Background: an optimization exercise with open tools, aiming at small area and a short achievable clock period. Do not read the settings as production practice. In this exercise RTL edits were held to simulation tests only and were not proved equivalent to the original. Power and IR drop assume default switching activity.

==> inputs of wip/juniper <==
Design module_conv_kernel_1x2, start of the top module:
module module_conv_kernel_1x2
(
	input clk,
	input [71:0] ifm_win3x3,
	input [71:0] weight_win3x3_ch1,
	input [71:0] weight_win3x3_ch2,
	output [17:0] ofm_stream_ch1,
	output [17:0] ofm_stream_ch2
);
export LEC_CHECK = 0
export CAP_MARGIN = 20
export CORE_MARGIN = 2
export CORE_UTILIZATION = 58
export CTS_CLUSTER_DIAMETER = 60
export CTS_CLUSTER_SIZE = 30
export PLACE_DENSITY = 0.7
export SETUP_SLACK_MARGIN = 3.66
export SLEW_MARGIN = 20
export SYNTH_HIERARCHICAL = 1
export SYNTH_MINIMUM_KEEP_SIZE = 0
create_clock -name core_clock -period 6.0 [get_ports {clk}]
standard.sh (not shown) runs the stock make flow with config.mk's settings and CLKGATE_MAP_FILE= SYNTH_SCRIPT=/design/flow/synth_recipe.tcl, a recipe that flattens the netlist after the stock synthesis.
==> flow/flow/run.sh <==
#!/bin/bash
set -e
cp standard.sh standard_sh_copy.log
export BUFFER_PORTS_ARGS="-buffer_cell sky130_fd_sc_hd__buf_1"
export CTS_ARGS="-sink_clustering_enable -repair_clock_nets -sink_clustering_size 30 -sink_clustering_max_diameter 60 -dont_use_dummy_load"
bash standard.sh > standard.log 2>&1
==> wip/maple: changes against wip/juniper <==
--- a/flow/flow/run.sh
+++ b/flow/flow/run.sh
@@ -5,2 +5,5 @@
 export CTS_ARGS="-sink_clustering_enable -repair_clock_nets -sink_clustering_size 30 -sink_clustering_max_diameter 60 -dont_use_dummy_load"
-bash standard.sh > standard.log 2>&1
+bash standard.sh floorplan > standard_floorplan.log 2>&1
+ODB=orfs/results/sky130hd/module_conv_kernel_1x2/base/2_floorplan.odb
+openroad -no_init -exit flow/upsize.tcl -metrics upsize_metrics.json > upsize.log 2>&1 || { cat upsize.log; exit 1; }
+bash standard.sh finish > standard.log 2>&1
==> flow/flow/upsize.tcl (new file) <==
# Give the enc_r registers (Booth-encoded pixel digits, high fanout) the
# dfxtp_4 drive strength of their dfxtp cell.
set odb orfs/results/sky130hd/module_conv_kernel_1x2/base/2_floorplan.odb
read_db $odb
set db [ord::get_db]
set m4 [$db findMaster sky130_fd_sc_hd__dfxtp_4]
set n 0
foreach inst [[ord::get_db_block] getInsts] {
  if {[string match "enc_r*" [$inst getName]] && [[$inst getMaster] getName] == "sky130_fd_sc_hd__dfxtp_1"} {
    $inst swapMaster $m4
    incr n
  }
}
puts "upsized $n enc_r registers to dfxtp_4"
write_db $odb
--- a/flow/config.mk
+++ b/flow/config.mk
@@ -12,3 +12,3 @@
 export CTS_CLUSTER_SIZE = 30
-export PLACE_DENSITY = 0.7
+export PLACE_DENSITY = 0.8
 export SETUP_SLACK_MARGIN = 3.66
==> flow_results.org <==
** Cells and area
- Counting the clock-network buffers in the layout gives 54.

** Critical path
- The startpoint identified for the worst register-to-register timing path is w1_r[25].

** Outcome
- Status :: no timing/DRC/antenna violations

** Power and ir drop
- Clock share of power :: 0.125

** Worst hold path
- End point of the worst hold path :: st5_ch1[1]

** Global route
- For met1 alone, demand over resource in global routing was 0.454.
Source of the figures above: wip/maple

==> flow_results.org <==
** Power and ir drop
- Of the total power, the clock network draws 0.129.

** Placed design
- Placed Instance Area :: 0.0453 mm²

** Critical path
- The worst register-to-register path begins at enc_r[37].

** Global route
- For met1 alone, demand over resource in global routing was 0.488.

** Outcome
- Status :: no timing/DRC/antenna violations
Source of the figures above: wip/juniper


==> inputs of v38 <==
module_conv_kernel_1x2 again, from the RTL that the note above started with.
clock: 6.0 ns
lec_check: 0
cap_margin: 20
core_margin: 2
core_utilization: 58
cts_cluster_diameter: 60
cts_cluster_size: 30
place_density: 0.88
setup_slack_margin: 3.66
slew_margin: 20
synth_hierarchical: 1
synth_minimum_keep_size: 0
==> flow/flow/run.sh <==
#!/bin/bash
set -e
cp standard.sh standard_sh_copy.log
export BUFFER_PORTS_ARGS="-buffer_cell sky130_fd_sc_hd__buf_1"
export CTS_ARGS="-sink_clustering_enable -repair_clock_nets -sink_clustering_size 30 -sink_clustering_max_diameter 60 -dont_use_dummy_load"
bash standard.sh floorplan > standard_floorplan.log 2>&1
ODB=orfs/results/sky130hd/module_conv_kernel_1x2/base/2_floorplan.odb
openroad -no_init -exit flow/upsize.tcl -metrics upsize_metrics.json > upsize.log 2>&1 || { cat upsize.log; exit 1; }
bash standard.sh finish > standard.log 2>&1
==> flow/flow/upsize.tcl <==
# Give the enc_r registers (Booth-encoded pixel digits, high fanout) the
# dfxtp_4 drive strength of their dfxtp cell.
set odb orfs/results/sky130hd/module_conv_kernel_1x2/base/2_floorplan.odb
read_db $odb
set db [ord::get_db]
set m4 [$db findMaster sky130_fd_sc_hd__dfxtp_4]
set n 0
foreach inst [[ord::get_db_block] getInsts] {
  if {[string match "enc_r*" [$inst getName]] && [[$inst getMaster] getName] == "sky130_fd_sc_hd__dfxtp_1"} {
    $inst swapMaster $m4
    incr n
  }
}
puts "upsized $n enc_r registers to dfxtp_4"
write_db $odb
==> inputs of v13, as changes to v38 <==
==> flow/run.sh (new file) <==
#!/bin/bash
# synth_recipe.tcl (not shown) runs the flow's synth.tcl, then flattens the netlist and writes it again
# the make line also repeats each setting of config.mk as NAME=value (left out here)
make -C /OpenROAD-flow-scripts/flow DESIGN_CONFIG=/design/flow/config.mk WORK_HOME=/design/flow/orfs CLKGATE_MAP_FILE= SYNTH_SCRIPT=/design/flow/synth_recipe.tcl finish
CORE_UTILIZATION = 50   (was 58)
PLACE_DENSITY = 0.65   (was 0.88)
SETUP_SLACK_MARGIN = 3.72   (was 3.66)
removed: flow/flow/run.sh
removed: flow/flow/upsize.tcl
removed: flow/standard.sh
==> inputs of v15, as changes to v38 <==
==> flow/flow/run.sh (replaced) <==
#!/bin/bash
set -e
cp standard.sh standard_sh_copy.log
export BUFFER_PORTS_ARGS="-buffer_cell sky130_fd_sc_hd__buf_1"
export CTS_ARGS="-sink_clustering_enable -repair_clock_nets -sink_clustering_size 30 -sink_clustering_max_diameter 60 -dont_use_dummy_load"
bash standard.sh > standard.log 2>&1
PLACE_DENSITY = 0.7   (was 0.88)
SETUP_SLACK_MARGIN = 3.75   (was 3.66)
removed: flow/flow/upsize.tcl
==> summary of the runs <==
Combinational power is about the same in v13 and v38.
Global-route usage, highest first: v15, v38, v13.
Clock skew: v15 is higher than v13 (0.043 ns).
Wire length, highest first: v13, v15, v38.
Via count, lowest first: v13, v15, v38.

==> job 9422 <==
Starting RTL as in the previous note.
## module_conv_kernel_1x2
module module_conv_kernel_1x2
(
	input clk,
	input [71:0] ifm_win3x3,
	input [71:0] weight_win3x3_ch1,
	input [71:0] weight_win3x3_ch2,
	output [17:0] ofm_stream_ch1,
	output [17:0] ofm_stream_ch2
);
Settings: LEC_CHECK=0, CAP_MARGIN=20, CORE_MARGIN=2, CORE_UTILIZATION=58, CTS_CLUSTER_DIAMETER=60, CTS_CLUSTER_SIZE=30, PLACE_DENSITY=0.8, SETUP_SLACK_MARGIN=3.6, SLEW_MARGIN=20, SYNTH_HIERARCHICAL=1, SYNTH_MINIMUM_KEEP_SIZE=0; clock period 6.0 ns.
==> flow/flow/run.sh <==
#!/bin/bash
set -e
cp standard.sh standard_sh_copy.log
export BUFFER_PORTS_ARGS="-buffer_cell sky130_fd_sc_hd__buf_1"
export CTS_ARGS="-sink_clustering_enable -repair_clock_nets -sink_clustering_size 30 -sink_clustering_max_diameter 60 -dont_use_dummy_load"
bash standard.sh floorplan > standard_floorplan.log 2>&1
ODB=orfs/results/sky130hd/module_conv_kernel_1x2/base/2_floorplan.odb
openroad -no_init -exit flow/upsize.tcl -metrics upsize_metrics.json > upsize.log 2>&1 || { cat upsize.log; exit 1; }
bash standard.sh finish > standard.log 2>&1
==> flow/flow/upsize.tcl <==
# Give the enc_r registers (Booth-encoded pixel digits, high fanout) the
# dfxtp_4 drive strength of their dfxtp cell.
set odb orfs/results/sky130hd/module_conv_kernel_1x2/base/2_floorplan.odb
read_db $odb
set db [ord::get_db]
set m4 [$db findMaster sky130_fd_sc_hd__dfxtp_4]
set n 0
foreach inst [[ord::get_db_block] getInsts] {
  if {[string match "enc_r*" [$inst getName]] && [[$inst getMaster] getName] == "sky130_fd_sc_hd__dfxtp_1"} {
    $inst swapMaster $m4
    incr n
  }
}
puts "upsized $n enc_r registers to dfxtp_4"
write_db $odb
==> job 1544 (differences from job 9422) <==
==> flow/run.sh (new file) <==
#!/bin/bash
# synth_recipe.tcl (not shown) runs the flow's synth.tcl, then flattens the netlist and writes it again
# the make line also repeats each setting of config.mk as NAME=value (left out here)
make -C /OpenROAD-flow-scripts/flow DESIGN_CONFIG=/design/flow/config.mk WORK_HOME=/design/flow/orfs CLKGATE_MAP_FILE= SYNTH_SCRIPT=/design/flow/synth_recipe.tcl finish
CORE_UTILIZATION = 50   (was 58)
CTS_CLUSTER_DIAMETER = not set   (was 60)
CTS_CLUSTER_SIZE = not set   (was 30)
PLACE_DENSITY = 0.65   (was 0.8)
SETUP_SLACK_MARGIN = 3.8   (was 3.6)
removed: flow/flow/run.sh
removed: flow/flow/upsize.tcl
removed: flow/standard.sh
==> job 580 (differences from job 9422) <==
==> flow/run.sh (new file) <==
#!/bin/bash
# synth_recipe.tcl (not shown) runs the flow's synth.tcl, then flattens the netlist and writes it again
# the make line also repeats each setting of config.mk as NAME=value (left out here)
make -C /OpenROAD-flow-scripts/flow DESIGN_CONFIG=/design/flow/config.mk WORK_HOME=/design/flow/orfs CLKGATE_MAP_FILE= SYNTH_SCRIPT=/design/flow/synth_recipe.tcl finish
ABC_CLOCK_PERIOD_IN_PS = 2200   (was not set)
CORE_UTILIZATION = 65   (was 58)
CTS_CLUSTER_DIAMETER = not set   (was 60)
CTS_CLUSTER_SIZE = not set   (was 30)
PLACE_DENSITY = 0.75   (was 0.8)
SETUP_SLACK_MARGIN = 3.8   (was 3.6)
removed: flow/flow/run.sh
removed: flow/flow/upsize.tcl
removed: flow/standard.sh
==> summary.txt <==
Endpoint of the worst setup timing path: job 580 st1_ch1[109]; job 9422 st1_ch2[152]; job 1544 ofm_stream_ch1[4]
Taps Inserted: job 580 873; job 9422 978; job 1544 1155
Register clock-pin slew on the reported worst setup and hold paths: job 580 0.08 ns; job 9422 0.09 ns; job 1544 0.06 ns
Clkbuf count: job 580 104; job 9422 54; job 1544 121
Total global-route track usage: job 580 46.22%; job 9422 34.08%; job 1544 31.31%
Area used by multi-input combinational logic: job 580 0.02911 mm2; job 9422 0.02610 mm2; job 1544 0.02750 mm2
DR WL/cell: job 580 36.10 um; job 9422 28.98 um; job 1544 28.56 um
Maximum fanout along the worst path: job 580 6; job 9422 19; job 1544 1
Die Area: job 580 0.07000 mm2; job 9422 0.07832 mm2; job 1544 0.09066 mm2
Pin count of the biggest net entering global routing: job 580 20; job 9422 31; job 1544 20
Crit path launch: job 580 enc_r[65]; job 9422 enc_r[47]; job 1544 st5_ch1[4]
Final setup skew: job 580 0.05691 ns; job 9422 0.08588 ns; job 1544 0.03249 ns
# placed instances: job 580 4425; job 9422 4524; job 1544 4702
Final estimated routing congestion in global placement: job 580 1.023; job 9422 1.041; job 1544 1.021
Via count of the first global-routing pass: job 580 33.27k; job 9422 28.02k; job 1544 28.43k
Final nets: job 580 4757; job 9422 4544; job 1544 4751
Final core utilization: job 580 82.24%; job 9422 62.31%; job 1544 61.37%
Result of the run: job 580 no timing/DRC/antenna violations; job 9422 no timing/DRC/antenna violations; job 1544 no timing/DRC/antenna violations
Highest cell delay on the worst timing path: job 580 0.69 ns; job 9422 0.55 ns; job 1544 0.31 ns

-- separate check: timing with driven ports --
The results above use ideal ports. As a check the final layouts listed here were re-extracted and re-timed, cells and wires unchanged. Step 1 sets driving cells, clkbuf_16 on the clock port and buf_2 on the other inputs (assumed; they add their load-dependent delay and slew). Step 2 times the ports against the registers' clock, not the clock port: input delays grow and output delays shrink by t, the midpoint of the rising clock arrivals with the driver on. a / b / c = ideal ports / drivers / drivers and shift; a / b = the first two.
| run | t (ns) | setup WS [ns] | hold slack, ns | worst setup path at the end | worst slew at a driven data input, ns |
|---|---|---|---|---|---|
| wip/juniper | 0.687 | 3.676 / 3.642 / 3.676 | 0.298 / 0.298 / 0.298 | register to register | 0.07 |
| wip/maple | 0.698 | 3.672 / 3.618 / 3.672 | 0.299 / 0.299 / 0.299 | register to register | 0.05 |
| v38 | 0.707 | 3.607 / 3.607 / 3.607 | 0.309 / 0.309 / 0.309 | register to register | 0.05 |
| v13 | 0.762 | 3.662 / 3.597 / 3.662 | 0.328 / 0.328 / 0.328 | register to register | 0.06 |
| v15 | 0.687 | 3.660 / 3.641 / 3.660 | 0.297 / 0.297 / 0.297 | register to register | 0.06 |
| job 9422 | 0.698 | 3.634 / 3.601 / 3.634 | 0.302 / 0.302 / 0.302 | register to register | 0.05 |
| job 1544 | 0.732 | 3.705 / 3.633 / 3.736 | 0.323 / 0.323 / 0.323 | register to register | 0.06 |
| job 580 | 0.725 | 3.149 / 3.149 / 3.149 | 0.305 / 0.305 / 0.305 | register to register | 0.07 |
After both steps setup and hold are still met in every run listed.
